This design comes from an exercise in tuning for small area on the open sky130 flow, not from production work. RTL that was checked went through simulation tests only; none was proved equivalent to the original. No functional check of the RTL was part of runs 4 and 5.

`flow/config.mk`:
```
export PLATFORM = sky130hd
export DESIGN_NAME = sqrt
export DESIGN_NICKNAME = sqrt
export VERILOG_FILES = /design/flow/design.v
export SDC_FILE = /design/flow/constraint.sdc
export NUM_CORES = 4
export LEC_CHECK = 0
export CAP_MARGIN = 20
export CORE_MARGIN = 2
export CORE_UTILIZATION = 40
export CTS_BUF_LIST = sky130_fd_sc_hd__clkbuf_8
export GPL_TIMING_DRIVEN = 0
export SLEW_MARGIN = 20
```
`flow/constraint.sdc`:
```
create_clock -name core_clock -period 5.0 [get_ports {clk}]
set_input_delay 1.0000 -clock core_clock [delete_from_list [all_inputs] [get_ports {clk}]]
set_output_delay 1.0000 -clock core_clock [all_outputs]
set_load 0.01 [all_outputs]
```
`flow/design.v`:
```
`timescale 1ps / 1ps
module sqrt
#(
    parameter integer D_W = 32
)
(
    input  wire                clk,
    input  wire                rst,
    input  wire                enable,
    input  wire                in_valid,
    input  wire [D_W-1:0]      qin,
    output wire                out_valid,
    output wire [(D_W>>1)-1:0] qout
);
reg [4:0] v;
always @(posedge clk) begin
    if (rst) v <= 5'd0;
    else if (enable) v <= {v[3:0], in_valid};
end
assign out_valid = v[4];
wire [1:0] a0 = qin[31:30];
wire [1:0] t0 = a0 - 2'd1;
wire ge0 = a0 != 2'd0;
wire [0:0] q1 = ge0;
wire [1:0] r1 = ge0 ? t0[1:0] : a0[1:0];
wire [3:0] a1 = {r1, qin[29:28]};
wire [4:0] t1 = {1'b0, a1} - {2'b00, q1, 2'b01};
wire ge1 = ~t1[4];
wire [1:0] q2 = {q1, ge1};
wire [2:0] r2 = ge1 ? t1[2:0] : a1[2:0];
wire [4:0] a2 = {r2, qin[27:26]};
wire [5:0] t2 = {1'b0, a2} - {2'b00, q2, 2'b01};
wire ge2 = ~t2[5];
wire [2:0] q3 = {q2, ge2};
wire [3:0] r3 = ge2 ? t2[3:0] : a2[3:0];
wire [5:0] a3 = {r3, qin[25:24]};
wire [6:0] t3 = {1'b0, a3} - {2'b00, q3, 2'b01};
wire ge3 = ~t3[6];
wire [3:0] q4 = {q3, ge3};
wire [4:0] r4 = ge3 ? t3[4:0] : a3[4:0];
reg [3:0] q_s0;
reg [4:0] r_s0;
reg [23:0] x_s0;
always @(posedge clk) begin
    if (enable) begin
        q_s0 <= q4;
        r_s0 <= r4;
        x_s0 <= qin[23:0];
    end
end
wire [6:0] a4 = {r_s0, x_s0[23:22]};
wire [7:0] t4 = {1'b0, a4} - {2'b00, q_s0, 2'b01};
wire ge4 = ~t4[7];
wire [4:0] q5 = {q_s0, ge4};
wire [5:0] r5 = ge4 ? t4[5:0] : a4[5:0];
wire [7:0] a5 = {r5, x_s0[21:20]};
wire [8:0] t5 = {1'b0, a5} - {2'b00, q5, 2'b01};
wire ge5 = ~t5[8];
wire [5:0] q6 = {q5, ge5};
wire [6:0] r6 = ge5 ? t5[6:0] : a5[6:0];
wire [8:0] a6 = {r6, x_s0[19:18]};
wire [9:0] t6 = {1'b0, a6} - {2'b00, q6, 2'b01};
wire ge6 = ~t6[9];
wire [6:0] q7 = {q6, ge6};
wire [7:0] r7 = ge6 ? t6[7:0] : a6[7:0];
reg [6:0] q_s1;
reg [7:0] r_s1;
reg [17:0] x_s1;
always @(posedge clk) begin
    if (enable) begin
        q_s1 <= q7;
        r_s1 <= r7;
        x_s1 <= x_s0[17:0];
    end
end
wire [9:0] a7 = {r_s1, x_s1[17:16]};
wire [10:0] t7 = {1'b0, a7} - {2'b00, q_s1, 2'b01};
wire ge7 = ~t7[10];
wire [7:0] q8 = {q_s1, ge7};
wire [8:0] r8 = ge7 ? t7[8:0] : a7[8:0];
wire [10:0] a8 = {r8, x_s1[15:14]};
wire [11:0] t8 = {1'b0, a8} - {2'b00, q8, 2'b01};
wire ge8 = ~t8[11];
wire [8:0] q9 = {q8, ge8};
wire [9:0] r9 = ge8 ? t8[9:0] : a8[9:0];
wire [11:0] a9 = {r9, x_s1[13:12]};
wire [12:0] t9 = {1'b0, a9} - {2'b00, q9, 2'b01};
wire ge9 = ~t9[12];
wire [9:0] q10 = {q9, ge9};
wire [10:0] r10 = ge9 ? t9[10:0] : a9[10:0];
reg [9:0] q_s2;
reg [10:0] r_s2;
reg [11:0] x_s2;
always @(posedge clk) begin
    if (enable) begin
        q_s2 <= q10;
        r_s2 <= r10;
        x_s2 <= x_s1[11:0];
    end
end
wire [12:0] a10 = {r_s2, x_s2[11:10]};
wire [13:0] t10 = {1'b0, a10} - {2'b00, q_s2, 2'b01};
wire ge10 = ~t10[13];
wire [10:0] q11 = {q_s2, ge10};
wire [11:0] r11 = ge10 ? t10[11:0] : a10[11:0];
wire [13:0] a11 = {r11, x_s2[9:8]};
wire [14:0] t11 = {1'b0, a11} - {2'b00, q11, 2'b01};
wire ge11 = ~t11[14];
wire [11:0] q12 = {q11, ge11};
wire [12:0] r12 = ge11 ? t11[12:0] : a11[12:0];
reg [11:0] q_s3;
reg [12:0] r_s3;
reg [7:0] x_s3;
always @(posedge clk) begin
    if (enable) begin
        q_s3 <= q12;
        r_s3 <= r12;
        x_s3 <= x_s2[7:0];
    end
end
wire [14:0] a12 = {r_s3, x_s3[7:6]};
wire [15:0] t12 = {1'b0, a12} - {2'b00, q_s3, 2'b01};
wire ge12 = ~t12[15];
wire [12:0] q13 = {q_s3, ge12};
wire [13:0] r13 = ge12 ? t12[13:0] : a12[13:0];
wire [15:0] a13 = {r13, x_s3[5:4]};
wire [16:0] t13 = {1'b0, a13} - {2'b00, q13, 2'b01};
wire ge13 = ~t13[16];
wire [13:0] q14 = {q13, ge13};
wire [14:0] r14 = ge13 ? t13[14:0] : a13[14:0];
reg [13:0] q_s4;
reg [14:0] r_s4;
reg [3:0] x_s4;
always @(posedge clk) begin
    if (enable) begin
        q_s4 <= q14;
        r_s4 <= r14;
        x_s4 <= x_s3[3:0];
    end
end
wire [18:0] a14 = {r_s4, x_s4[3:0]};
wire [19:0] u14_1 = {1'b0, a14} - {2'b00, q_s4, 3'b001};
wire [19:0] u14_2 = {1'b0, a14} - {1'b0, q_s4, 4'b0100};
wire [19:0] u14_3 = {1'b0, a14} - {1'b0, q_s4, 4'b1001} - {2'b00, q_s4, 3'b000};
wire c14_1 = ~u14_1[19];
wire c14_2 = ~u14_2[19];
wire c14_3 = ~u14_3[19];
wire [1:0] d14 = {c14_2, c14_3 | (c14_1 & ~c14_2)};
wire [15:0] q16 = {q_s4, d14};
assign qout = q16;
endmodule
```
`flow/flow/run.sh`:
```
#!/bin/bash
# Own layout flow: the standard ORFS flow with two changes.
#  1. Synthesis is synth_recipe.tcl (the standard synthesis) except that its
#     ABC pass uses flow/area.abc, an area-oriented mapping script (dch +
#     map -a, then ABC's usual timing-driven buffering and sizing), instead of
#     ORFS's abc_speed.script.  Registers are not touched by ABC.
#  2. The port buffers are the smallest buffer cell (buf_1).
# Every tool's output goes to run.log here; ORFS's per-step logs stay under
# orfs/logs/.
set -euo pipefail
cd "$(dirname "$0")/.."
work=$(pwd)
cat > my_synth.tcl <<EOT
proc abc {args} {
  set i [lsearch -exact \$args -script]
  if {\$i >= 0} { lset args [expr {\$i + 1}] $work/flow/area.abc }
  yosys abc {*}\$args
}
source $work/synth_recipe.tcl
EOT
bash standard.sh SYNTH_SCRIPT=$work/my_synth.tcl \
  BUFFER_PORTS_ARGS="-buffer_cell sky130_fd_sc_hd__buf_1" finish > run.log 2>&1
```
`flow/flow/area.abc`:
```
strash
dch
map -a
topo
stime -c
buffer -c
upsize -c
dnsize -c
```
`flow/standard.sh`:
```
#!/bin/bash
# synth_recipe.tcl (not shown) runs the flow's synth.tcl, then flattens the netlist and writes it again
# the make line also repeats each setting of config.mk as NAME=value (left out here)
make -C /OpenROAD-flow-scripts/flow DESIGN_CONFIG=/design/flow/config.mk WORK_HOME=/design/flow/orfs CLKGATE_MAP_FILE= SYNTH_SCRIPT=/design/flow/synth_recipe.tcl "${@:-finish}"
```
==> summary.txt, run 1 <==
number of buffers added on ports=52; clk sinks=170; register area share after synthesis=42.9%; f_max=0.210 GHz; commonest cells after routing, fill and taps aside=166 x inv_1, 165 x edfxtp_1, 142 x ha_1; Max Cap Viol=0; gr usage total=14.7%; CP top delay family=compound AO/OA/AOI/OAI gates; Worst Hold Margin=0.423 ns; vias per cell=4.88; Hold Path Stages=0; TritonCTS buffer count=17; synth unique cells=63; worst r2r dst=r_s2[1]$_DFFE_PP_; Synthesized Nets=1385; post-synth top area cell=edfxtp_1; post-synthesis cell count=1190; CTS tree=built; startpoint of the worst hold path=x_s0[14]$_DFFE_PP_; Routability Congestion=0.865; Layout area overhead=14.8%; R2R setup slack=0.24 ns; multi-input logic area=6170 sq um; Hold EP=x_s1[14]$_DFFE_PP_; share of cells above drive strength 1=14.7%; Fillers=2739; ratio of final minimum period to clock period=95.2%; die footprint=30800 sq um; Die Wd=176 microns; drt pass-1 iters=7; r2r startpoint=q_s1[3]$_DFFE_PP_; first-pass GRT wire length=36700 microns; Clock Latency Late Sink=0.47 ns; Synth Flop Type=edfxtp_1; CP bufs+invs=8; Metal-1 WL=9810 microns; clock transition at the registers of the reported paths=0.10 ns; worst r2r path cells=31; Worst Path Required=5.29 ns; Initial Util=40.8%; Register Area=5050 sq um; net count reported at finish=1499; Post-DRT Antenna Nets=0; Slew Viols, Final=0; antenna violations before repair=0; total gr overflow=0; Core Area=28900 sq um; DR WL/cell=12.9 microns; CTS Root Buffer Type=clkbuf_8; Fin. Hold Viols=0; Mean Syn Cell Area=9.90 sq um; Worst Path Max Fanout=10; launching element type of the critical path=flop; vias in the first global route=7975; diodes inserted=0; synth warn=1; Site Rows=62; Post-synth EDFFs=165; Met2 Routed Length=11200 microns; post-synthesis sequential element count=170; Post-DP HPWL=17400 microns; Setup crit end kind=flop; hold buffers post-CTS=0; io pins=53; Fin Clk Skew=0.0161 ns; Worst Tran Pin Value=0.601 ns; Worst path slowest cell=edfxtp_1; highest routed layer=met4; routed length on met3=485 microns; CP arrival=5.05 ns; type of the worst setup path=flop to flop; Place WS=-0.941 ns; Synth top area share=42.1%; synthesized cell area=11800 sq um; relative slew slack=59.8%; final wirelength=21900 microns; HP Class=flop to flop; CTS H-tree depth=4; Max Root-Sink Buffers=2; largest net degree at the start of global routing=36; most used cell, CP=inv_2; Synth async-reset ratio=0%; synth top area cells=edfxtp_1 42%, ha_1 16%, inv_1 5.6%; post-layout min period=4.76 ns; DRC viols=0; commonest non-fill, non-tap cell in the layout=inv_1; Die Ht=176 microns; final setup violation count=0; Worst Setup Slack, final=0.239 ns; via count=8308; status=no timing/DRC/antenna violations; RSZ-0062 raised after global routing=true; 1st-iter DRT viols=291; Largest stage delay, worst path=0.43 ns
[timing repair]
item	CTS	global route
gates resized for setup	29	57
endpoints found under the setup margin	21	28
pin swaps	6	30
setup buffers	8	29
cloned	0	2
[cell families after synthesis]
family                   synth area share [%]
AND/OR/NAND/NOR                          10.7
flip-flops                               42.9
XOR/XNOR                                 6.80
multiplexers                            0.340
buffers and inverters                    6.81
AO/OA/AOI/OAI                            14.8
adder cells (fa/ha/maj)                  17.7
[per-layer routing]
layer  up-vias  global-route usage [%]
li1       4352                       -
met3        26                    2.55
met2       102                    26.3
met4         0                    4.72
met1      3828                    17.9
met5         -                       0
[worst max path at each step]
stage | startpoint | end | slack, ns | depth (start not counted)
floorplan | q_s1[1]$_DFFE_PP_ | r_s2[1]$_DFFE_PP_ | 0.27 | 26
global placement | enable | v[1]$_SDFFE_PP0P_ | -2.94 | 5
detailed placement | q_s1[3]$_DFFE_PP_ | r_s2[3]$_DFFE_PP_ | -0.94 | 29
CTS | q_s1[3]$_DFFE_PP_ | r_s2[3]$_DFFE_PP_ | 0.02 | 29
global route | q_s1[0]$_DFFE_PP_ | r_s2[2]$_DFFE_PP_ | -0.04 | 30
finish | q_s1[3]$_DFFE_PP_ | r_s2[1]$_DFFE_PP_ | 0.24 | 31
[cell usage after synthesis, drive strengths merged (4+ instances only)]
library cell / n
a2111oi: 5
a211oi: 6
a21boi: 5
a21o: 4
a21oi: 126
a31oi: 6
a41oi: 4
buf: 6
clkbuf: 8
dfxtp: 5
edfxtp: 165
fa: 13
ha: 146
inv: 187
mux2i: 4
nand2: 120
nand3: 16
nand4: 7
nor2: 113
nor3: 17
o21ai: 95
o21bai: 7
o31ai: 9
or2: 4
xnor2: 11
xor2: 77
[metrics by stage]
stage	instances	setup TNS, ns	area [sq um]	util (%)
finish	1701	0	13500	46.8
global route	1701	-0.241	13500	46.8
CTS	1671	0	13100	45.3
detailed placement	1631	-14.53	12600	43.5
global placement	1626	-487.89	12500	43.2
floorplan	1190	0	11800	-
[state kept, by name, summed over array words and instances (netlist names)]
name	cells
r_s1	8
r_s0	5
v	5
q_s0	4
x_s3	8
x_s1	18
r_s2	11
q_s3	12
q_s2	10
r_s4	15
x_s0	24
q_s4	14
x_s4	4
x_s2	12
r_s3	13
q_s1	7
[final cells by class]
class	count	area share, %
buffer	13	0.944
clock buffer	17	1.73
clock inverter	15	1.01
inverter	188	5.28
multi-input combinational	819	45.6
sequential	170	37.4
tap	384	3.55
timing repair buffer	95	4.49
[worst reg2reg max path, delay by kind of cell (launching register included)]
family / cells / cell delay (ns)
AOI/OAI and AO/OA: 10 / 1.43
and+or+nand+nor: 10 / 0.96
buffers and inverters: 8 / 0.90
adders and majority gates: 3 / 0.87
DFF: 1 / 0.43
==> run 2: changes to the inputs <==
--- a/flow/config.mk
+++ b/flow/config.mk
@@ -10,4 +10,3 @@
 export CORE_UTILIZATION = 40
 export CTS_BUF_LIST = sky130_fd_sc_hd__clkbuf_8
-export GPL_TIMING_DRIVEN = 0
 export SLEW_MARGIN = 20
==> summary.txt, run 2 <==
Fin. Hold Viols=0 (unchanged); Largest stage delay, worst path=0.45 ns (+0.02 ns); Critical Path Start=q_s1[3]$_DFFE_PP_; CTS tree=built; largest net degree at the start of global routing=73 (+100%); final setup violation count=0 (unchanged); CP arrival=5.06 ns (about the same); Top reg by flops=x_s0; Clock Latency Late Sink=0.48 ns (about the same); HP Class=flop to flop; status=no timing/DRC/antenna violations; commonest cells after routing, fill and taps aside=168 x inv_1, 165 x edfxtp_1, 139 x ha_1; Site Rows=62 (unchanged); antenna violations before repair=0 (unchanged); post-synth top area cell=edfxtp_1; drt pass-1 iters=4 (-3); multi-input logic area=6180 sq um (+0.16%); hold buffers post-CTS=0 (unchanged); post-synthesis sequential element count=170 (unchanged); Largest register FFs=24 (unchanged); Slew Viols, Final=0 (unchanged); synth cell count leaders=175 x inv_1, 165 x edfxtp_1, 146 x ha_1; clock transition at the registers of the reported paths=0.12 ns (+0.02 ns); Worst Setup Slack, final=0.261 ns (+0.0217 ns); share of cells above drive strength 1=15.6% (+0.96 points); Setup crit end kind=flop; CTS Root Buffer Type=clkbuf_8; post-synthesis cell count=1190 (unchanged); synth warn=1 (unchanged); cell total after placement=1659 (+1.7%); total gr overflow=0 (unchanged); Core Area=28900 sq um (unchanged); Synthesized Nets=1385 (unchanged); Routability Congestion=0.841 (-2.8%); most used cell, CP=inv_2; f_max=0.211 GHz (+0.46%); Initial Util=40.8% (unchanged); post-layout min period=4.74 ns (-0.0217 ns); Mean Syn Cell Area=9.90 sq um (unchanged); vias per cell=4.87 (-0.30%); commonest non-fill, non-tap cell in the layout=inv_1; Die Wd=176 microns (unchanged); synthesized cell area=11800 sq um (unchanged); via count=8327 (+0.23%); TritonCTS buffer count=17 (unchanged); Place WS=-0.0831 ns (+0.858 ns); Post-DRT Antenna Nets=0 (unchanged); ratio of final minimum period to clock period=94.8% (-0.43 points); Synth Flop Type=edfxtp_1; synth unique cells=63 (unchanged); die footprint=30800 sq um (unchanged); Post-synth EDFFs=165 (unchanged); gr usage total=14.7% (about the same); first-pass GRT wire length=36700 microns (about the same); Worst Path Required=5.32 ns (+0.03 ns); CTS H-tree depth=4 (unchanged); register area share after synthesis=42.9% (unchanged); DRC viols=0 (unchanged); type of the worst setup path=flop to flop; Worst Tran Pin Value=0.948 ns (+0.347 ns); Synth top area share=42.1% (unchanged); Worst Path Max Fanout=8 (-2); Register Area=5050 sq um (unchanged); Worst path slowest cell=edfxtp_1; Fin Clk Skew=0.0201 ns (+0.00400 ns); Layout area overhead=15.4%; launching element type of the critical path=flop; design area=13600 sq um (+0.52%); Post-DP HPWL=17600 microns (+1.5%); clk sinks=170 (unchanged); number of buffers added on ports=52 (unchanged); vias in the first global route=8116 (+1.8%); fin cells=1710 (+0.53%); net count reported at finish=1508 (+0.60%); synth top area cells=edfxtp_1 42%, ha_1 16%, inv_1 5.6%; 1st-iter DRT viols=396 (+36%); Max Root-Sink Buffers=2 (unchanged); Die Ht=176 microns (unchanged); r2r startpoint=q_s1[3]$_DFFE_PP_; DR WL/cell=13.1 microns (+2.0%); cell with the most instances after synthesis=inv_1; io pins=53 (unchanged); Synth async-reset ratio=0% (unchanged); top flop regs=x_s0 (24), x_s1 (18), r_s4 (15); Area after DPL=12700 sq um (+1.5%); diodes inserted=0 (unchanged); relative slew slack=36.8% (-23 points); startpoint of the worst hold path=x_s1[4]$_DFFE_PP_; Max Cap Viol=0 (unchanged); Fillers=2722 (-0.62%); final wirelength=22500 microns (+2.6%)
[run 2: what timing repair did]
| action | in CTS | in global routing |
|---|---|---|
| endpoints found under the setup margin | 11 | 20 |
| pin swaps | 1 | 25 |
| gates resized for setup | 4 | 69 |
| buffers inserted | 2 | 14 |
| hold endpoints to repair | 0 | 0 |
| cloned | 0 | 3 |
[run 2: area by class of cell]
type,instances,share of cell area (%)
multi-input combinational,820,45.4
sequential,170,37.2
timing repair buffer,116,5.29
inverter,188,5.27
tap,384,3.54
clock buffer,17,1.72
clock inverter,15,1.54
[run 2: worst max-delay path, delay by kind of cell (launching register included)]
kind | cells | cell delay, ns
adder cells (fa/ha/maj) | 3 | 0.75
flip-flops | 1 | 0.45
AND/OR/NAND/NOR | 10 | 1.00
XOR/XNOR | 1 | 0.17
buffers and inverters | 8 | 0.82
AO/OA/AOI/OAI | 9 | 1.36
[run 2: cell families (layout without fill, tap and decap cells)]
family          after synthesis  in the layout  share of synthesized area (%)
mux                           4              4                          0.340
compound gates              282            282                           14.8
simple gates                285            287                           10.7
xor+xnor                     88             88                           6.80
buf+inv                     202            336                           6.81
fa+ha+maj                   159            159                           17.7
flops                       170            170                           42.9
[run 2: through the flow]
step	utilization (%)	TNS, ns	hold slack [ns]
6_report	47.1	0	0.418
5_1_grt	47.1	-0.138	0.429
4_1_cts	45.8	0	0.422
3_5_place_dp	44.2	-0.523	0.405
3_3_place_gp	44.2	0	0.401
2_1_floorplan	-	0	0.400
[run 2: worst paths after layout]
kind / endpoint / slack, ns / cells past startpoint
worst max-delay path: r_s2[9]$_DFFE_PP_ / 0.26 / 31
worst min-delay path: x_s2[4]$_DFFE_PP_ / 0.42 / 0
worst max register to register: r_s2[9]$_DFFE_PP_ / 0.26 / 31
worst min register to register: x_s2[4]$_DFFE_PP_ / 0.42 / 0
[run 2: metal layers]
layer,GRT usage (%),part of all wire (%),up-vias
li1,-,-,4388
met1,18.2,46,3801
met2,25.7,49,107
met3,2.60,2.7,31
met4,4.99,1.9,0
met5,0,0,-
==> run 3: changes to the inputs <==
--- a/flow/flow/run.sh
+++ b/flow/flow/run.sh
@@ -2,5 +2,5 @@
 # Own layout flow: the standard ORFS flow with two changes.
 #  1. Synthesis is synth_recipe.tcl (the standard synthesis) except that its
-#     ABC pass uses flow/area.abc, an area-oriented mapping script (dch +
+#     ABC pass uses flow/area.abc, an area-oriented mapping script (&nf, then dch +
 #     map -a, then ABC's usual timing-driven buffering and sizing), instead of
 #     ORFS's abc_speed.script.  Registers are not touched by ABC.
==> flow/flow/area.abc (replaced) <==
strash
&get -n
&st
&dch
&nf -p
&put
strash
dch
map -a
topo
stime -c
buffer -c
upsize -c
dnsize -c
--- a/flow/config.mk
+++ b/flow/config.mk
@@ -10,3 +10,4 @@
 export CORE_UTILIZATION = 40
 export CTS_BUF_LIST = sky130_fd_sc_hd__clkbuf_8
+export GPL_TIMING_DRIVEN = 0
 export SLEW_MARGIN = 20
==> summary.txt, run 3 <==
share of cells above drive strength 1=16.3% (+0.69 points); Max Root-Sink Buffers=2 (unchanged); Worst path slowest cell=edfxtp_1; post-synthesis cell count=1177 (-1.1%); critical path depth in cells=27 (-13%); Die Wd=174 microns (-0.97%); Synth Area in Adders=18.1% (+0.36 points); 1st-iter DRT viols=348 (-12%); relative slew slack=57.3% (+20 points); routed length on met3=621 microns (+1.8%); largest net degree at the start of global routing=38 (-48%); Die Ht=174 microns (-0.97%); synthesized cell area=11500 sq um (-2.0%); post-layout min period=5.14 ns (+0.403 ns); ratio of final minimum period to clock period=103% (+8.1 points); total gr overflow=0 (unchanged); antenna violations before repair=0 (unchanged); Synth async-reset ratio=0% (unchanged); diodes inserted=0 (unchanged); Synth Flop Type=edfxtp_1; Layout area overhead=17.7%; commonest non-fill, non-tap cell in the layout=edfxtp_1; Synth Area in Simple Gates=11.1% (+0.49 points); Post-DP HPWL=16700 microns (-5.2%); Largest register FFs=24 (unchanged); Synthesized Nets=1372 (-0.94%); Post-synth EDFFs=165 (unchanged); CTS tree=built; io pins=53 (unchanged); commonest cells after routing, fill and taps aside=165 x edfxtp_1, 157 x inv_1, 138 x ha_1; Hold Path Stages=0 (unchanged); Worst Setup Slack, final=-0.142 ns (-0.403 ns); Fin Clk Skew=0.0186 ns (-0.00154 ns); Routability Congestion=0.861 (+2.4%); TritonCTS buffer count=17 (unchanged); Clock Latency Late Sink=0.48 ns (about the same); Fail Reasons=setup timing; synth top area cells=edfxtp_1 43%, ha_1 16%, a21oi_1 5.9%; CP bufs+invs=6 (-2); gr usage total=14.4% (-0.23 points); Synth top area share=42.9% (+0.85 points); Initial Util=40.4% (-0.38 points); synth unique cells=55 (-13%); net count reported at finish=1495 (-0.86%); CP top delay family=compound AO/OA/AOI/OAI gates; DR WL/cell=13.2 microns (+0.62%); Worst Tran Pin Value=0.638 ns (-0.310 ns); register area share after synthesis=43.8% (+0.87 points); vias per cell=4.89 (+0.45%); Largest stage delay, worst path=0.51 ns (+0.06 ns); Slew Viols, Final=0 (unchanged); Mean Syn Cell Area=9.81 sq um (-0.90%); CTS Root Buffer Type=clkbuf_8; via count=8301 (-0.31%); main combinational cell family by area after synthesis=adder cells; Met2 Routed Length=11500 microns (+4.4%); Setup TNS=-0.873 ns (-0.873 ns); complex-gate fraction of the synthesized area=13.6% (-1.2 points); Worst Path Required=5.23 ns (-0.09 ns); Fin. Hold Viols=0 (unchanged); CTS H-tree depth=4 (unchanged); Core Area=28500 sq um (-1.1%); worst r2r path cells=27 (-13%); mux cell area share after synthesis=0.173% (-0.17 points); final wirelength=22400 microns (-0.15%); drt pass-1 iters=6 (+2); post-synthesis sequential element count=170 (unchanged); RSZ-0062 raised after global routing=true; HP Class=flop to flop; launching element type of the critical path=flop; final setup violation count=12 (+12); cell with the most instances after synthesis=inv_1; synth warn=1 (unchanged); first-pass GRT wire length=36100 microns (-1.9%); Site Rows=62 (unchanged); Post-DRT Antenna Nets=0 (unchanged); die footprint=30200 sq um (-1.9%); Max Cap Viol=0 (unchanged); DRC viols=0 (unchanged); top flop regs=x_s0 (24), x_s1 (18), r_s4 (15); type of the worst setup path=flop to flop; synth cell count leaders=169 x inv_1, 165 x edfxtp_1, 146 x ha_1; CP arrival=5.37 ns (+0.31 ns); number of buffers added on ports=52 (unchanged); post-synth top area cell=edfxtp_1; status=complete, but fails checks; clk sinks=170 (unchanged); Fillers=2662 (-2.2%); Metal-1 WL=9730 microns (-6.3%); highest routed layer=met4; Synth Area in XOR/XNOR=6.74% (-0.057 points); Worst Path Max Fanout=6 (-2); Top reg by flops=x_s0; vias in the first global route=7979 (-1.7%); Setup crit end kind=flop; f_max=0.194 GHz (-7.8%); clock transition at the registers of the reported paths=0.11 ns (about the same)
run 3: changes by cell type in the layout (fill, tap and decap cells not counted), moves of 12 or more:
cell	previous run	this run
o21ai_1	35	2
nor2_1	102	127
nand2_1	112	94
a21oi_2	15	32
xnor2_1	11	24
buf_4	57	45
xor2_1	73	61
run 3: worst paths after layout:
check,to,from,slack [ns]
worst max register to register,r_s2[0]$_DFFE_PP_,q_s1[5]$_DFFE_PP_,-0.14
worst min-delay path,x_s3[6]$_DFFE_PP_,x_s2[6]$_DFFE_PP_,0.42
worst min register to register,x_s3[6]$_DFFE_PP_,x_s2[6]$_DFFE_PP_,0.42
worst max-delay path,r_s2[0]$_DFFE_PP_,q_s1[5]$_DFFE_PP_,-0.14
run 3: metal layers:
layer / vias to the layer above / track usage (%)
met3: 43 / 2.74
met2: 129 / 26.1
met1: 3807 / 17.3
li1: 4322 / -
met4: 0 / 4.38
met5: - / 0
run 3: final cells by class:
cell class | instances | area [sq um] | area share, %
multi-input combinational | 815 | 6100 | 44.9
sequential | 170 | 5050 | 37.2
timing repair buffer | 104 | 702 | 5.17
inverter | 176 | 669 | 4.93
tap | 384 | 480 | 3.54
clock buffer | 17 | 234 | 1.72
clock inverter | 15 | 191 | 1.41
buffer | 16 | 150 | 1.11
run 3: what timing repair did:
| action | in CTS | in global routing |
|---|---|---|
| setup buffers | 11 | 32 |
| endpoints found under the setup margin | 20 | 50 |
| gates cloned | 1 | 3 |
| hold endpoints to repair | 0 | 0 |
| resized for setup | 41 | 80 |
| hold buffers | 0 | 0 |
| pin swaps | 10 | 30 |
run 3: stage by stage:
stage               worst slack, ns  cell area, sq um  util [%]  instances  hold WS [ns]
floorplan                   0.00271             11500         -       1177         0.400
detailed placement           -0.949             12300      43.2       1618         0.405
finish                       -0.142             13600      47.6       1697         0.424
global placement              -3.54             12200      42.8       1613         0.402
CTS                         0.00402             13000      45.5       1662         0.425
global route                 -0.318             13600      47.6       1697         0.428
run 3: cells by family after synthesis:
| logic type | count (synthesis) |
|---|---|
| AND/OR/NAND/NOR | 302 |
| XOR/XNOR | 88 |
| AO/OA/AOI/OAI | 264 |
| multiplexers | 2 |
| flip-flops | 170 |
| adder cells (fa/ha/maj) | 159 |
| buffers and inverters | 192 |
run 3: worst register-to-register path, cell delays in order, from the launching register on:
cell	delay, ns
edfxtp_1	0.51
inv_2	0.17
ha_1	0.29
a21oi_2	0.16
nor2_1	0.07
nor3_2	0.18
nand2_4	0.14
buf_12	0.17
nor2_2	0.11
a21oi_2	0.07
ha_4	0.29
nand3b_1	0.14
o221ai_4	0.21
inv_2	0.08
o21ai_4	0.15
nand4_2	0.13
nand2_4	0.15
clkinvlp_4	0.20
o21ai_2	0.30
ha_4	0.27
a21oi_2	0.25
o21ai_4	0.09
a31oi_4	0.18
or3_4	0.16
nand2_4	0.07
buf_6	0.15
buf_6	0.11
xor2_1	0.13
==> run 4: changes to the inputs <==
--- a/flow/design.v
+++ b/flow/design.v
@@ -39,14 +39,15 @@
 wire [3:0] q4 = {q3, ge3};
 wire [4:0] r4 = ge3 ? t3[4:0] : a3[4:0];
-reg [3:0] q_s0;
+reg [3:0] nq_s0;   
 reg [4:0] r_s0;
 reg [23:0] x_s0;
 always @(posedge clk) begin
     if (enable) begin
-        q_s0 <= q4;
+        nq_s0 <= ~q4;
         r_s0 <= r4;
         x_s0 <= qin[23:0];
     end
 end
+wire [3:0] q_s0 = ~nq_s0;
 wire [6:0] a4 = {r_s0, x_s0[23:22]};
 wire [7:0] t4 = {1'b0, a4} - {2'b00, q_s0, 2'b01};
@@ -64,14 +65,15 @@
 wire [6:0] q7 = {q6, ge6};
 wire [7:0] r7 = ge6 ? t6[7:0] : a6[7:0];
-reg [6:0] q_s1;
+reg [6:0] nq_s1;   
 reg [7:0] r_s1;
 reg [17:0] x_s1;
 always @(posedge clk) begin
     if (enable) begin
-        q_s1 <= q7;
+        nq_s1 <= ~q7;
         r_s1 <= r7;
         x_s1 <= x_s0[17:0];
     end
 end
+wire [6:0] q_s1 = ~nq_s1;
 wire [9:0] a7 = {r_s1, x_s1[17:16]};
 wire [10:0] t7 = {1'b0, a7} - {2'b00, q_s1, 2'b01};
@@ -89,14 +91,15 @@
 wire [9:0] q10 = {q9, ge9};
 wire [10:0] r10 = ge9 ? t9[10:0] : a9[10:0];
-reg [9:0] q_s2;
+reg [9:0] nq_s2;   
 reg [10:0] r_s2;
 reg [11:0] x_s2;
 always @(posedge clk) begin
     if (enable) begin
-        q_s2 <= q10;
+        nq_s2 <= ~q10;
         r_s2 <= r10;
         x_s2 <= x_s1[11:0];
     end
 end
+wire [9:0] q_s2 = ~nq_s2;
 wire [12:0] a10 = {r_s2, x_s2[11:10]};
 wire [13:0] t10 = {1'b0, a10} - {2'b00, q_s2, 2'b01};
@@ -109,14 +112,15 @@
 wire [11:0] q12 = {q11, ge11};
 wire [12:0] r12 = ge11 ? t11[12:0] : a11[12:0];
-reg [11:0] q_s3;
+reg [11:0] nq_s3;   
 reg [12:0] r_s3;
 reg [7:0] x_s3;
 always @(posedge clk) begin
     if (enable) begin
-        q_s3 <= q12;
+        nq_s3 <= ~q12;
         r_s3 <= r12;
         x_s3 <= x_s2[7:0];
     end
 end
+wire [11:0] q_s3 = ~nq_s3;
 wire [14:0] a12 = {r_s3, x_s3[7:6]};
 wire [15:0] t12 = {1'b0, a12} - {2'b00, q_s3, 2'b01};
@@ -129,14 +133,15 @@
 wire [13:0] q14 = {q13, ge13};
 wire [14:0] r14 = ge13 ? t13[14:0] : a13[14:0];
-reg [13:0] q_s4;
+reg [13:0] nq_s4;   
 reg [14:0] r_s4;
 reg [3:0] x_s4;
 always @(posedge clk) begin
     if (enable) begin
-        q_s4 <= q14;
+        nq_s4 <= ~q14;
         r_s4 <= r14;
         x_s4 <= x_s3[3:0];
     end
 end
+wire [13:0] q_s4 = ~nq_s4;
 wire [18:0] a14 = {r_s4, x_s4[3:0]};
 wire [19:0] u14_1 = {1'b0, a14} - {2'b00, q_s4, 3'b001};
--- a/flow/flow/run.sh
+++ b/flow/flow/run.sh
@@ -2,5 +2,5 @@
 # Own layout flow: the standard ORFS flow with two changes.
 #  1. Synthesis is synth_recipe.tcl (the standard synthesis) except that its
-#     ABC pass uses flow/area.abc, an area-oriented mapping script (&nf, then dch +
+#     ABC pass uses flow/area.abc, an area-oriented mapping script (dch +
 #     map -a, then ABC's usual timing-driven buffering and sizing), instead of
 #     ORFS's abc_speed.script.  Registers are not touched by ABC.
==> flow/flow/area.abc (replaced) <==
strash
dch
map -a
topo
stime -c
buffer -c
upsize -c
dnsize -c
==> summary.txt, run 4 <==
CTS H-tree depth=4 (unchanged); CTS Root Buffer Type=clkbuf_8; Mean Syn Cell Area=10.2 sq um (+4.5%); Top reg by flops=x_s0; Largest register FFs=24 (unchanged); register area share after synthesis=43.4% (-0.40 points); HP Class=flop to flop; vias per cell=5.03 (+2.9%); number of buffers added on ports=52 (unchanged); Synth top area share=42.5% (-0.39 points); worst r2r path cells=31 (+15%); design area=14300 sq um (+5.4%); cell total after placement=1578 (-2.5%); Fail Reasons=setup timing; ratio of final minimum period to clock period=101% (-2.1 points); Largest stage delay, worst path=0.48 ns (-0.03 ns); synth warn=1 (unchanged); cell with the most instances after synthesis=edfxtp_1; Worst Path Max Fanout=6 (unchanged); largest net degree at the start of global routing=36 (-5.3%); synth unique cells=68 (+24%); gr usage total=15.0% (+0.56 points); Worst Setup Slack, final=-0.0369 ns (+0.106 ns); Max Cap Viol=0 (unchanged); Routability Congestion=0.827 (-4.0%); Fillers=2599 (-2.4%); post-synth top area cell=edfxtp_1; Post-DRT Antenna Nets=0 (unchanged); antenna violations before repair=0 (unchanged); Clock Latency Late Sink=0.46 ns (-0.02 ns); relative slew slack=60.2% (+2.9 points); Fin Clk Skew=0.0170 ns (-0.00163 ns); Max Root-Sink Buffers=2 (unchanged); DRC viols=0 (unchanged); launching element type of the critical path=flop; CTS tree=built; hold buffers post-CTS=0 (unchanged); Worst Setup EP=r_s2[9]$_DFFE_PP_; net count reported at finish=1484 (-0.74%); final wirelength=24100 microns (+7.5%); commonest non-fill, non-tap cell in the layout=edfxtp_1; vias in the first global route=8097 (+1.5%); TritonCTS buffer count=17 (unchanged); type of the worst setup path=flop to flop; share of cells above drive strength 1=24.2% (+7.9 points); Register Area=5050 sq um (unchanged); drt pass-1 iters=5 (-1); Worst Tran Pin Value=0.582 ns (-0.0568 ns); first-pass GRT wire length=37600 microns (+4.2%); total gr overflow=0 (unchanged); Critical Path Start=r_s1[2]$_DFFE_PP_; clk sinks=170 (unchanged); commonest cells after routing, fill and taps aside=165 x edfxtp_1, 126 x ha_1, 122 x nor2_1; Synth Flop Type=edfxtp_1; final setup violation count=4 (-8); Core Area=28700 sq um (+0.54%); Setup crit end kind=flop; RSZ-0062 raised after global routing=true; Initial Util=40.6% (+0.15 points); Area after DPL=12400 sq um (+0.85%); Die Wd=175 microns (+0.44%); io pins=53 (unchanged); Slew Viols, Final=0 (unchanged); fin cells=1686 (-0.65%); via count=8489 (+2.3%); Synthesized Nets=1332 (-2.9%); Post-DP HPWL=17000 microns (+2.0%); f_max=0.199 GHz (+2.1%); die footprint=30500 sq um (+0.89%); diodes inserted=0 (unchanged); most used cell, CP=nor2_1; Worst Path Required=5.21 ns (-0.02 ns); multi-input logic area=6690 sq um (+9.5%); Worst path slowest cell=edfxtp_1; worst r2r dst=r_s2[9]$_DFFE_PP_; post-layout min period=5.04 ns (-0.106 ns); top flop regs=x_s0 (24), x_s1 (18), r_s4 (15); Die Ht=175 microns (+0.44%); synth top area cells=edfxtp_1 43%, ha_1 16%, a21oi_1 5.9%; post-synthesis cell count=1137 (-3.4%); r2r startpoint=r_s1[2]$_DFFE_PP_; Fin. Hold Viols=0 (unchanged); post-synthesis sequential element count=170 (unchanged); status=complete, but fails checks; 1st-iter DRT viols=428 (+23%); Post-synth EDFFs=165 (unchanged); synth cell count leaders=165 x edfxtp_1, 146 x ha_1, 139 x nor2_1; Layout area overhead=23.0%; R2R setup slack=-0.04 ns (+0.11 ns); DR WL/cell=14.3 microns (+8.2%); Site Rows=62 (unchanged); CP arrival=5.24 ns (-0.13 ns); synthesized cell area=11600 sq um (+0.91%); clock transition at the registers of the reported paths=0.10 ns (about the same); Synth async-reset ratio=0% (unchanged)
-- run 4: cell count changes in the layout (fill, tap and decap cells not counted), sizes merged, moves of 4 or more --
| cell | before | now |
|---|---|---|
| nand3 | 19 | 14 |
| xnor2 | 24 | 9 |
| a211oi | 9 | 4 |
| clkbuf | 24 | 20 |
| a31oi | 11 | 6 |
| nand3b | 6 | 0 |
| buf | 113 | 145 |
| clkinv | 9 | 5 |
| o21ai | 55 | 72 |
| inv | 181 | 145 |
| xor2 | 64 | 77 |
| nor3 | 26 | 12 |
-- run 4: what timing repair did --
item	4_1_cts	5_1_grt
resized for setup	44	149
buffers inserted	23	51
endpoints found under the setup margin	23	37
hold endpoints to repair	0	0
cloned	2	1
pin swaps	12	42
-- run 4: cell families after synthesis --
family	synth area share [%]
muxes	0.258
buffers and inverters	5.64
DFF	43.4
and+or+nand+nor	10.3
AOI/OAI and AO/OA	15.8
adders and majority gates	17.9
xor gates and xnor gates	6.66
-- run 4: layout make-up --
class	count	area share (%)
tap	384	3.35
inverter	140	3.84
sequential	170	35.3
clock buffer	17	1.63
buffer	14	1.21
clock inverter	15	1.26
multi-input combinational	812	46.7
timing repair buffer	134	6.76
-- run 4: routing by layer --
layer	wire, microns	part of all wire, %	GRT usage [%]
met1	9980	41	17.2
met3	541	2.2	2.09
met2	13100	54	28.9
met4	473	2.0	3.85
met5	0	0	0
-- run 4: metrics by stage --
stage          setup TNS [ns]  utilization (%)  setup WS (ns)  hold WS (ns)
3_5_place_dp           -10.60             43.3         -0.821         0.405
6_report              -0.0596             49.9        -0.0369         0.424
3_3_place_gp          -484.40             42.9          -2.96         0.401
2_1_floorplan               0                -         0.0884         0.400
5_1_grt                 -2.68             49.9         -0.302         0.432
4_1_cts               -0.0321             46.0        -0.0321         0.422
-- run 4: worst max-delay path, delay by kind of cell, from the launching register on --
family / cells / cell delay [ns]
compound gates: 9 / 1.54
flops: 1 / 0.48
simple gates: 10 / 1.03
fa+ha+maj: 3 / 0.77
buf+inv: 8 / 0.78
xor+xnor: 1 / 0.17
-- run 4: worst min path at each step --
stage                                   from                 end  slack [ns]  cells after the start
after floorplan            x_s0[0]$_DFFE_PP_   x_s1[0]$_DFFE_PP_        0.40                      0
after global placement    x_s0[16]$_DFFE_PP_  x_s1[16]$_DFFE_PP_        0.40                      0
after detailed placement  x_s0[15]$_DFFE_PP_  x_s1[15]$_DFFE_PP_        0.40                      0
after CTS                 x_s0[17]$_DFFE_PP_  x_s1[17]$_DFFE_PP_        0.42                      0
after global routing       x_s0[1]$_DFFE_PP_   x_s1[1]$_DFFE_PP_        0.43                      0
final                     x_s0[17]$_DFFE_PP_  x_s1[17]$_DFFE_PP_        0.42                      0
==> run 5: changes to the inputs <==
--- a/flow/design.v
+++ b/flow/design.v
@@ -39,15 +39,14 @@
 wire [3:0] q4 = {q3, ge3};
 wire [4:0] r4 = ge3 ? t3[4:0] : a3[4:0];
-reg [3:0] nq_s0;   
+reg [3:0] q_s0;
 reg [4:0] r_s0;
 reg [23:0] x_s0;
 always @(posedge clk) begin
     if (enable) begin
-        nq_s0 <= ~q4;
+        q_s0 <= q4;
         r_s0 <= r4;
         x_s0 <= qin[23:0];
     end
 end
-wire [3:0] q_s0 = ~nq_s0;
 wire [6:0] a4 = {r_s0, x_s0[23:22]};
 wire [7:0] t4 = {1'b0, a4} - {2'b00, q_s0, 2'b01};
@@ -65,15 +64,14 @@
 wire [6:0] q7 = {q6, ge6};
 wire [7:0] r7 = ge6 ? t6[7:0] : a6[7:0];
-reg [6:0] nq_s1;   
+reg [6:0] q_s1;
 reg [7:0] r_s1;
 reg [17:0] x_s1;
 always @(posedge clk) begin
     if (enable) begin
-        nq_s1 <= ~q7;
+        q_s1 <= q7;
         r_s1 <= r7;
         x_s1 <= x_s0[17:0];
     end
 end
-wire [6:0] q_s1 = ~nq_s1;
 wire [9:0] a7 = {r_s1, x_s1[17:16]};
 wire [10:0] t7 = {1'b0, a7} - {2'b00, q_s1, 2'b01};
@@ -91,15 +89,14 @@
 wire [9:0] q10 = {q9, ge9};
 wire [10:0] r10 = ge9 ? t9[10:0] : a9[10:0];
-reg [9:0] nq_s2;   
+reg [9:0] q_s2;
 reg [10:0] r_s2;
 reg [11:0] x_s2;
 always @(posedge clk) begin
     if (enable) begin
-        nq_s2 <= ~q10;
+        q_s2 <= q10;
         r_s2 <= r10;
         x_s2 <= x_s1[11:0];
     end
 end
-wire [9:0] q_s2 = ~nq_s2;
 wire [12:0] a10 = {r_s2, x_s2[11:10]};
 wire [13:0] t10 = {1'b0, a10} - {2'b00, q_s2, 2'b01};
@@ -112,15 +109,14 @@
 wire [11:0] q12 = {q11, ge11};
 wire [12:0] r12 = ge11 ? t11[12:0] : a11[12:0];
-reg [11:0] nq_s3;   
+reg [11:0] q_s3;
 reg [12:0] r_s3;
 reg [7:0] x_s3;
 always @(posedge clk) begin
     if (enable) begin
-        nq_s3 <= ~q12;
+        q_s3 <= q12;
         r_s3 <= r12;
         x_s3 <= x_s2[7:0];
     end
 end
-wire [11:0] q_s3 = ~nq_s3;
 wire [14:0] a12 = {r_s3, x_s3[7:6]};
 wire [15:0] t12 = {1'b0, a12} - {2'b00, q_s3, 2'b01};
@@ -133,24 +129,23 @@
 wire [13:0] q14 = {q13, ge13};
 wire [14:0] r14 = ge13 ? t13[14:0] : a13[14:0];
-reg [13:0] nq_s4;   
+reg [13:0] q_s4;
 reg [14:0] r_s4;
 reg [3:0] x_s4;
 always @(posedge clk) begin
     if (enable) begin
-        nq_s4 <= ~q14;
+        q_s4 <= q14;
         r_s4 <= r14;
         x_s4 <= x_s3[3:0];
     end
 end
-wire [13:0] q_s4 = ~nq_s4;
-wire [18:0] a14 = {r_s4, x_s4[3:0]};
-wire [19:0] u14_1 = {1'b0, a14} - {2'b00, q_s4, 3'b001};
-wire [19:0] u14_2 = {1'b0, a14} - {1'b0, q_s4, 4'b0100};
-wire [19:0] u14_3 = {1'b0, a14} - {1'b0, q_s4, 4'b1001} - {2'b00, q_s4, 3'b000};
-wire c14_1 = ~u14_1[19];
-wire c14_2 = ~u14_2[19];
-wire c14_3 = ~u14_3[19];
-wire [1:0] d14 = {c14_2, c14_3 | (c14_1 & ~c14_2)};
-wire [15:0] q16 = {q_s4, d14};
+wire [16:0] a14 = {r_s4, x_s4[3:2]};
+wire [17:0] t14 = {1'b0, a14} - {2'b00, q_s4, 2'b01};
+wire ge14 = ~t14[17];
+wire [14:0] q15 = {q_s4, ge14};
+wire [15:0] r15 = ge14 ? t14[15:0] : a14[15:0];
+wire [17:0] a15 = {r15, x_s4[1:0]};
+wire [18:0] t15 = {1'b0, a15} - {2'b00, q15, 2'b01};
+wire ge15 = ~t15[18];
+wire [15:0] q16 = {q15, ge15};
 assign qout = q16;
 endmodule
--- a/flow/config.mk
+++ b/flow/config.mk
@@ -10,4 +10,3 @@
 export CORE_UTILIZATION = 40
 export CTS_BUF_LIST = sky130_fd_sc_hd__clkbuf_8
-export GPL_TIMING_DRIVEN = 0
 export SLEW_MARGIN = 20
==> summary.txt, run 5 <==
Core Area=28600 sq um (-0.27%); 1st-iter DRT viols=396 (-7.5%); synth top area cells=edfxtp_1 43%, ha_1 14%, xor2_1 6.0%; Post-synth EDFFs=165 (unchanged); Clock Latency Late Sink=0.48 ns (+0.02 ns); status=complete, but fails checks; clk sinks=170 (unchanged); Largest register FFs=24 (unchanged); antenna violations before repair=0 (unchanged); ratio of final minimum period to clock period=100% (-0.26 points); post-synthesis cell count=1219 (+7.2%); most used cell, CP=nand2_2; Worst path slowest cell=edfxtp_1; hold buffers post-CTS=0 (unchanged); die footprint=30400 sq um (-0.19%); register area share after synthesis=43.5% (+0.084 points); Worst Setup Slack, final=-0.0239 ns (+0.0130 ns); clock transition at the registers of the reported paths=0.12 ns (+0.02 ns); commonest cells after routing, fill and taps aside=165 x edfxtp_1, 160 x inv_1, 125 x ha_1; CTS H-tree depth=4 (unchanged); Setup crit end kind=output pin; Synth async-reset ratio=0% (unchanged); DRC viols=0 (unchanged); fin cells=1785 (+5.9%); diodes inserted=0 (unchanged); Slew Viols, Final=0 (unchanged); RSZ-0062 raised after global routing=true; final wirelength=24000 microns (-0.55%); cell total after placement=1702 (+7.9%); post-synth top area cell=edfxtp_1; share of cells above drive strength 1=20.1% (-4.1 points); Largest stage delay, worst path=0.42 ns (-0.06 ns); DR WL/cell=13.4 microns (-6.1%); Max Root-Sink Buffers=2 (unchanged); drt pass-1 iters=4 (-1); number of buffers added on ports=52 (unchanged); f_max=0.199 GHz (+0.26%); Post-DP HPWL=17800 microns (+4.2%); largest net degree at the start of global routing=176 (+390%); via count=8742 (+3.0%); Worst Path Required=4.00 ns (-1.21 ns); Fin Clk Skew=0.0271 ns (+0.0102 ns); Routability Congestion=0.867 (+4.8%); synth cell count leaders=171 x inv_1, 165 x edfxtp_1, 132 x ha_1; Post-DRT Antenna Nets=0 (unchanged); total gr overflow=0 (unchanged); Synthesized Nets=1387 (+4.1%); Top reg by flops=x_s0; net count reported at finish=1556 (+4.9%); top flop regs=x_s0 (24), x_s1 (18), r_s4 (15); vias in the first global route=8444 (+4.3%); relative slew slack=35.6% (-25 points); post-layout min period=5.02 ns (-0.0130 ns); HP Class=flop to flop; launching element type of the critical path=flop; Layout area overhead=19.9%; Setup TNS=-0.0239 ns (+0.0357 ns); Fail Reasons=setup timing; Worst Tran Pin Value=0.967 ns (+0.385 ns); TritonCTS buffer count=17 (unchanged); cell with the most instances after synthesis=inv_1; synth unique cells=63 (-7.4%); Worst Path Max Fanout=5 (-1); Max Cap Viol=0 (unchanged); vias per cell=4.90 (-2.7%); Initial Util=40.6% (about the same); CP arrival=4.02 ns (-1.22 ns); Fin. Hold Viols=0 (unchanged); gr usage total=15.6% (+0.65 points); CP top delay family=compound AO/OA/AOI/OAI gates; Site Rows=62 (unchanged); CP bufs+invs=6 (-2); post-synthesis sequential element count=170 (unchanged); synth warn=1 (unchanged); commonest non-fill, non-tap cell in the layout=edfxtp_1; io pins=53 (unchanged); type of the worst setup path=flop to output pin; CTS Root Buffer Type=clkbuf_8; first-pass GRT wire length=39000 microns (+3.9%); synthesized cell area=11600 sq um (-0.19%); Mean Syn Cell Area=9.54 sq um (-6.9%); Synth Flop Type=edfxtp_1; Die Ht=174 microns (about the same); Die Wd=174 microns (about the same); final setup violation count=1 (-3); Synth top area share=42.6% (+0.082 points); CTS tree=built
-- run 5: changes by cell type after synthesis, sizes merged, moves of 4 or more --
cell,previous run,this run
and2,0,4
nand2,100,128
xnor2,9,19
clkbuf,4,8
o21bai,11,7
inv,139,184
xor2,77,82
nor2,141,126
ha,146,132
o21ai,72,103
nand4,6,0
nand3,14,24
nor3,12,17
fa,13,0
-- run 5: cell type report --
cell class / count / area (sq um)
repair buffers: 166 / 1140
clock buffers: 17 / 234
well taps: 384 / 480
flip-flops and latches: 170 / 5050
inverters: 184 / 693
multi-input cells: 849 / 6130
clock inverters: 15 / 209
fillers: 2609 / 14700
-- run 5: worst paths after layout --
| path | start | to | slack, ns | cells after the start |
|---|---|---|---|---|
| setup / recovery | q_s4[2]$_DFFE_PP_ | qout[0] | -0.02 | 25 |
| hold / removal | x_s0[1]$_DFFE_PP_ | x_s1[1]$_DFFE_PP_ | 0.41 | 0 |
| setup reg to reg | q_s1[1]$_DFFE_PP_ | r_s2[0]$_DFFE_PP_ | 0.18 | 26 |
| hold reg to reg | x_s0[1]$_DFFE_PP_ | x_s1[1]$_DFFE_PP_ | 0.41 | 0 |
-- run 5: cell families after synthesis --
family	Yosys count	share of synthesized area (%)
compound gates	305	16.2
xor+xnor	101	7.74
fa+ha+maj	132	14.2
buf+inv	200	6.87
flops	170	43.5
mux	3	0.258
simple gates	308	11.3
-- run 5: repair_timing --
item,CTS,global route
pin swaps,17,44
gates cloned,3,1
gates resized for setup,37,72
endpoints found under the setup margin,1,22
buffers inserted,17,30
-- run 5: through the flow --
step,area [sq um],hold WS [ns],util [%],setup slack (ns)
after floorplan,11600,0.400,-,0.273
after global placement,12700,0.402,44.4,0.135
after detailed placement,12700,0.405,44.4,0.0876
after CTS,13400,0.421,47.0,-0.0618
after global routing,13900,0.430,48.7,-0.294
final,13900,0.413,48.7,-0.0239
-- run 5: layer usage --
| layer | vias to the layer above | track usage [%] | wire, microns |
|---|---|---|---|
| met1 | 4030 | 19.6 | 11100 |
| li1 | 4576 | - | - |
| met4 | 0 | 3.96 | 289 |
| met3 | 24 | 2.58 | 569 |
| met2 | 112 | 28.0 | 12000 |
| met5 | - | 0 | 0 |
==> run 6: changes to the inputs <==
--- a/flow/design.v
+++ b/flow/design.v
@@ -139,13 +139,13 @@
     end
 end
-wire [16:0] a14 = {r_s4, x_s4[3:2]};
-wire [17:0] t14 = {1'b0, a14} - {2'b00, q_s4, 2'b01};
-wire ge14 = ~t14[17];
-wire [14:0] q15 = {q_s4, ge14};
-wire [15:0] r15 = ge14 ? t14[15:0] : a14[15:0];
-wire [17:0] a15 = {r15, x_s4[1:0]};
-wire [18:0] t15 = {1'b0, a15} - {2'b00, q15, 2'b01};
-wire ge15 = ~t15[18];
-wire [15:0] q16 = {q15, ge15};
+wire [18:0] a14 = {r_s4, x_s4[3:0]};
+wire [19:0] u14_1 = {1'b0, a14} - {2'b00, q_s4, 3'b001};
+wire [19:0] u14_2 = {1'b0, a14} - {1'b0, q_s4, 4'b0100};
+wire [19:0] u14_3 = {1'b0, a14} - {1'b0, q_s4, 4'b1001} - {2'b00, q_s4, 3'b000};
+wire c14_1 = ~u14_1[19];
+wire c14_2 = ~u14_2[19];
+wire c14_3 = ~u14_3[19];
+wire [1:0] d14 = {c14_2, c14_3 | (c14_1 & ~c14_2)};
+wire [15:0] q16 = {q_s4, d14};
 assign qout = q16;
 endmodule
==> flow/run.sh (new file) <==
#!/bin/bash
# synth_recipe.tcl (not shown) runs the flow's synth.tcl, then flattens the netlist and writes it again
# the make line also repeats each setting of config.mk as NAME=value (left out here)
make -C /OpenROAD-flow-scripts/flow DESIGN_CONFIG=/design/flow/config.mk WORK_HOME=/design/flow/orfs CLKGATE_MAP_FILE= SYNTH_SCRIPT=/design/flow/synth_recipe.tcl finish
--- a/flow/config.mk
+++ b/flow/config.mk
@@ -9,4 +9,3 @@
 export CORE_MARGIN = 2
 export CORE_UTILIZATION = 40
-export CTS_BUF_LIST = sky130_fd_sc_hd__clkbuf_8
 export SLEW_MARGIN = 20
removed: flow/flow/run.sh
removed: flow/flow/area.abc
removed: flow/standard.sh
==> summary.txt, run 6 <==
Worst Path Max Fanout=8 (+3); vias per cell=5.25 (+7.3%); post-synthesis cell count=1198 (-1.7%); Synth async-reset ratio=0% (unchanged); drt pass-1 iters=4 (unchanged); Worst path slowest cell=edfxtp_1; Post-synth EDFFs=165 (unchanged); TritonCTS buffer count=17 (unchanged); status=complete, but fails checks; register area share after synthesis=40.4% (-3.1 points); RSZ-0062 raised after global routing=true; Mean Syn Cell Area=10.4 sq um (+9.5%); gr usage total=17.4% (+1.8 points); number of buffers added on ports=52 (unchanged); Hold Path Stages=0 (unchanged); net count reported at finish=1631 (+4.8%); synth warn=1 (unchanged); HP Class=flop to flop; synthesized cell area=12500 sq um (+7.6%); post-synthesis sequential element count=170 (unchanged); Layout area overhead=27.1%; CTS H-tree depth=4 (unchanged); Worst Hold Margin=0.421 ns (+0.00724 ns); post-layout min period=5.20 ns (+0.175 ns); Synthesized Nets=1393 (+0.43%); CTS tree=built; ratio of final minimum period to clock period=104% (+3.5 points); total gr overflow=0 (unchanged); Post-DP HPWL=22700 microns (+28%); type of the worst setup path=flop to flop; fin cells=1845 (+3.4%); final wirelength=28300 microns (+18%); Site Rows=64 (+3.2%); share of cells above drive strength 1=23.7% (+3.7 points); commonest non-fill, non-tap cell in the layout=buf_4; synth cell count leaders=165 x edfxtp_1, 146 x ha_1, 108 x inv_1; final setup violation count=12 (+11); CTS Root Buffer Type=clkbuf_16; Fail Reasons=setup timing; via count=9694 (+11%); Worst Path Required=5.19 ns (+1.19 ns); cell total after placement=1783 (+4.8%); synth unique cells=94 (+49%); startpoint of the worst hold path=x_s1[10]$_DFFE_PP_; Post-DRT Antenna Nets=0 (unchanged); synth top area cells=edfxtp_1 40%, ha_1 15%, a21oi_1 3.7%; Fin. Hold Viols=0 (unchanged); Synth top area share=39.6% (-3.0 points); launching element type of the critical path=flop; cell with the most instances after synthesis=edfxtp_1; Setup crit end kind=flop; Setup TNS=-1.78 ns (-1.75 ns); largest net degree at the start of global routing=119 (-32%); Clock Latency Late Sink=0.44 ns (-0.04 ns); Core Util, Final=51.8% (+3.1 points); worst r2r path cells=25 (-3.8%); r2r startpoint=q_s1[3]$_DFFE_PP_; top flop regs=x_s0 (24), x_s1 (18), r_s4 (15); most used cell, CP=ha_4; vias in the first global route=9467 (+12%); Largest register FFs=24 (unchanged); clk sinks=170 (unchanged); R2R setup slack=-0.20 ns (-0.38 ns); Place WS=-0.401 ns (-0.489 ns); Max Root-Sink Buffers=2 (unchanged); CP arrival=5.38 ns (+1.36 ns); antenna violations before repair=0 (unchanged); Fillers=2740 (+5.0%); design area=15900 sq um (+14%); Top reg by flops=x_s0; Die Ht=181 microns (+3.6%); Fin Clk Skew=0.0187 ns (-0.00846 ns); 1st-iter DRT viols=436 (+10%); die footprint=32700 sq um (+7.4%); io pins=53 (unchanged); Initial Util=40.8% (+0.17 points); Worst Setup Slack, final=-0.198 ns (-0.175 ns); commonest cells after routing, fill and taps aside=175 x buf_4, 165 x edfxtp_1, 135 x ha_1; DR WL/cell=15.3 microns (+14%); Max Cap Viol=0 (unchanged); Slew Viols, Final=0 (unchanged); Largest stage delay, worst path=0.40 ns (-0.02 ns); Hold EP=x_s2[10]$_DFFE_PP_; f_max=0.192 GHz (-3.4%); Core Area=30700 sq um (+7.1%); diodes inserted=0 (unchanged); post-synth top area cell=edfxtp_1; relative slew slack=42.2% (+6.6 points); Synth Flop Type=edfxtp_1; Routability Congestion=0.893 (+2.9%); DRC viols=0 (unchanged); Die Wd=181 microns (+3.6%); worst r2r dst=r_s2[5]$_DFFE_PP_; first-pass GRT wire length=46300 microns (+19%); Worst Tran Pin Value=0.845 ns (-0.121 ns); Area after DPL=14700 sq um (+15%); clock transition at the registers of the reported paths=0.08 ns (-0.04 ns)
-- run 6: timing repair --
action,in CTS,in global routing
resized for setup,25,45
setup buffers,15,16
pin swaps,14,17
endpoints found under the setup margin,12,35
hold buffers,0,0
-- run 6: how the worst max path moves through the flow --
| stage | slack, ns | startpoint | to |
|---|---|---|---|
| 4_1_cts | -0.16 | q_s1[3]$_DFFE_PP_ | r_s2[5]$_DFFE_PP_ |
| 2_1_floorplan | -0.38 | q_s1[3]$_DFFE_PP_ | r_s2[3]$_DFFE_PP_ |
| 5_1_grt | -0.48 | q_s1[3]$_DFFE_PP_ | r_s2[5]$_DFFE_PP_ |
| 3_3_place_gp | -0.33 | q_s1[3]$_DFFE_PP_ | r_s2[6]$_DFFE_PP_ |
| 3_5_place_dp | -0.40 | q_s1[3]$_DFFE_PP_ | r_s2[5]$_DFFE_PP_ |
| 6_report | -0.20 | q_s1[3]$_DFFE_PP_ | r_s2[5]$_DFFE_PP_ |
-- run 6: kinds of logic (layout without fill, tap and decap cells) --
group	after synthesis	in the layout	share of synthesized area [%]
buffers and inverters	128	379	4.06
AND/OR/NAND/NOR	315	315	12.3
XOR/XNOR	76	76	5.38
AO/OA/AOI/OAI	318	318	18.0
adder cells (fa/ha/maj)	159	159	16.7
flip-flops	170	170	40.4
multiplexers	32	32	3.21
-- run 6: final cells by class --
class | count | area (sq um) | area share, %
multi-input combinational | 900 | 7310 | 46.0
sequential | 170 | 5050 | 31.8
clock buffer | 17 | 425 | 2.68
clock inverter | 15 | 206 | 1.30
tap | 396 | 495 | 3.12
inverter | 112 | 425 | 2.68
timing repair buffer | 235 | 1980 | 12.4
-- run 6: critical path: cells and delay by family, from the launching register on --
family / cells / cell delay (ns)
DFF: 1 / 0.40
adders and majority gates: 3 / 0.76
muxes: 3 / 0.93
buffers and inverters: 3 / 0.42
and+or+nand+nor: 11 / 1.78
AOI/OAI and AO/OA: 5 / 0.65
-- run 6: layer usage --
| metal | vias to the layer above | part of all wire (%) | GRT usage (%) |
|---|---|---|---|
| li1 | 4935 | - | - |
| met1 | 4569 | 43 | 20.4 |
| met2 | 139 | 51 | 32.1 |
| met3 | 51 | 2.1 | 2.44 |
| met4 | 0 | 3.1 | 6.39 |
| met5 | - | 0 | 0 |
==> run 7: changes to the inputs <==
--- a/flow/config.mk
+++ b/flow/config.mk
@@ -9,3 +9,4 @@
 export CORE_MARGIN = 2
 export CORE_UTILIZATION = 40
+export GPL_TIMING_DRIVEN = 0
 export SLEW_MARGIN = 20
==> summary.txt, run 7 <==
status=complete, but fails checks; Fail Reasons=setup timing; cell with the most instances after synthesis=edfxtp_1; largest net degree at the start of global routing=61 (-49%); Slew Viols, Final=0 (unchanged); post-synthesis cell count=1198 (unchanged); Post-DP HPWL=21000 microns (-7.3%); Synth Flop Type=edfxtp_1; share of cells above drive strength 1=19.3% (-4.4 points); synth top area cells=edfxtp_1 40%, ha_1 15%, a21oi_1 3.7%; Worst Setup Slack, final=-0.673 ns (-0.475 ns); clk sinks=170 (unchanged); final setup violation count=12 (unchanged); TritonCTS buffer count=17 (unchanged); HP Class=flop to flop; type of the worst setup path=flop to flop; post-synthesis sequential element count=170 (unchanged); CP arrival=5.86 ns (+0.48 ns); Place WS=-1.62 ns (-1.22 ns); Worst Path Max Fanout=8 (unchanged); DR WL/cell=15.9 microns (+3.9%); relative slew slack=44.4% (+2.2 points); drt pass-1 iters=4 (unchanged); Worst Path Required=5.19 ns (about the same); Max Cap Viol=0 (unchanged); commonest cells after routing, fill and taps aside=165 x edfxtp_1, 129 x ha_1, 100 x inv_1; DRC viols=0 (unchanged); Largest register FFs=24 (unchanged); number of buffers added on ports=52 (unchanged); top flop regs=x_s0 (24), x_s1 (18), r_s4 (15); synth warn=1 (unchanged); highest routed layer=met4; Clock Latency Late Sink=0.44 ns (about the same); 1st-iter DRT viols=476 (+9.2%); CTS H-tree depth=4 (unchanged); Max Root-Sink Buffers=2 (unchanged); fin cells=1751 (-5.1%); cell total after placement=1648 (-7.6%); die footprint=32700 sq um (unchanged); total gr overflow=0 (unchanged); f_max=0.176 GHz (-8.4%); final wirelength=27900 microns (-1.4%); Top reg by flops=x_s0; Fin. Hold Viols=0 (unchanged); Routability Congestion=0.892 (about the same); vias in the first global route=9405 (-0.65%); diodes inserted=0 (unchanged)
==> run 7: layer usage <==
| metal | GRT usage, % | vias up |
|---|---|---|
| li1 | - | 4747 |
| met1 | 19.7 | 4479 |
| met2 | 31.6 | 145 |
| met3 | 2.04 | 50 |
| met4 | 7.10 | 0 |
| met5 | 0 | - |
==> run 7: kinds of logic (layout without fill, tap and decap cells) <==
group / after synthesis / count (layout) / synth area share (%)
muxes: 32 / 32 / 3.21
xor gates and xnor gates: 76 / 76 / 5.38
and+or+nand+nor: 315 / 316 / 12.3
AOI/OAI and AO/OA: 318 / 318 / 18.0
DFF: 170 / 170 / 40.4
buffers and inverters: 128 / 284 / 4.06
adders and majority gates: 159 / 159 / 16.7
==> run 7: metrics by stage <==
step | area (sq um) | util, % | hold WS, ns | TNS [ns]
6_report | 15300 | 50.0 | 0.417 | -7.51
5_1_grt | 15300 | 50.0 | 0.424 | -10.66
4_1_cts | 15000 | 48.8 | 0.421 | -6.85
3_5_place_dp | 13700 | 44.6 | 0.405 | -38.38
3_3_place_gp | 13600 | 44.4 | 0.403 | -410.99
2_1_floorplan | 12600 | - | 0.400 | -3.47
==> run 7: final timing paths <==
path / to / slack [ns] / cells past startpoint
worst max-delay path: r_s2[8]$_DFFE_PP_ / -0.67 / 28
worst min-delay path: x_s1[7]$_DFFE_PP_ / 0.42 / 0
worst max register to register: r_s2[8]$_DFFE_PP_ / -0.67 / 28
worst min register to register: x_s1[7]$_DFFE_PP_ / 0.42 / 0
==> run 7: repair_timing <==
item,CTS,global route
resized for setup,65,43
setup endpoints to repair,51,47
gates cloned,1,1
buffers inserted,49,24
hold endpoints to repair,0,0
hold buffers,0,0
pin swaps,29,29
==> run 7: cell type report <==
class / instances / area [sq um]
Sequential cell: 170 / 5050
Multi-Input combinational cell: 901 / 7420
Clock inverter: 15 / 211
Inverter: 112 / 440
Clock buffer: 17 / 425
Buffer: 13 / 110
Timing Repair Buffer: 127 / 1170
Tap cell: 396 / 495
Fill cell: 2750 / 15300
==> run 7: worst max-delay path, delay by kind of cell (launching register included) <==
| kind | cells | cell delay, ns |
|---|---|---|
| adder cells (fa/ha/maj) | 3 | 0.80 |
| AND/OR/NAND/NOR | 11 | 1.70 |
| XOR/XNOR | 1 | 0.10 |
| AO/OA/AOI/OAI | 6 | 1.02 |
| multiplexers | 2 | 0.61 |
| flip-flops | 1 | 0.48 |
| buffers and inverters | 5 | 0.69 |

separate check: timing with driven ports:
The results above use ideal ports. As a check the final layouts listed here were re-extracted and re-timed, cells and wires unchanged. Step 1: set_driving_cell puts a clkbuf_16 on clk and a buf_2 on each other input, an assumption about the parent block. Step 2 also shifts input and output timing later by t, the mid clock arrival at the registers, as if the neighbouring blocks saw the same clock. a / b / c = ideal / step 1 / step 2; a / b = the first two.
run | shift t [ns] | setup WS [ns] | worst setup path after step 2
run 1 | 0.502 | 0.239 / 0.239 / 0.239 | register to register
run 2 | 0.509 | 0.261 / 0.261 / 0.261 | register to register
run 3 | 0.504 | -0.142 / -0.142 / -0.142 | register to register
run 4 | 0.493 | -0.037 / -0.037 / -0.037 | register to register
run 5 | 0.505 | -0.024 / -0.065 / 0.180 | register to register
run 6 | 0.479 | -0.198 / -0.198 / -0.198 | register to register
run 7 | 0.480 | -0.673 / -0.673 / -0.673 | register to register
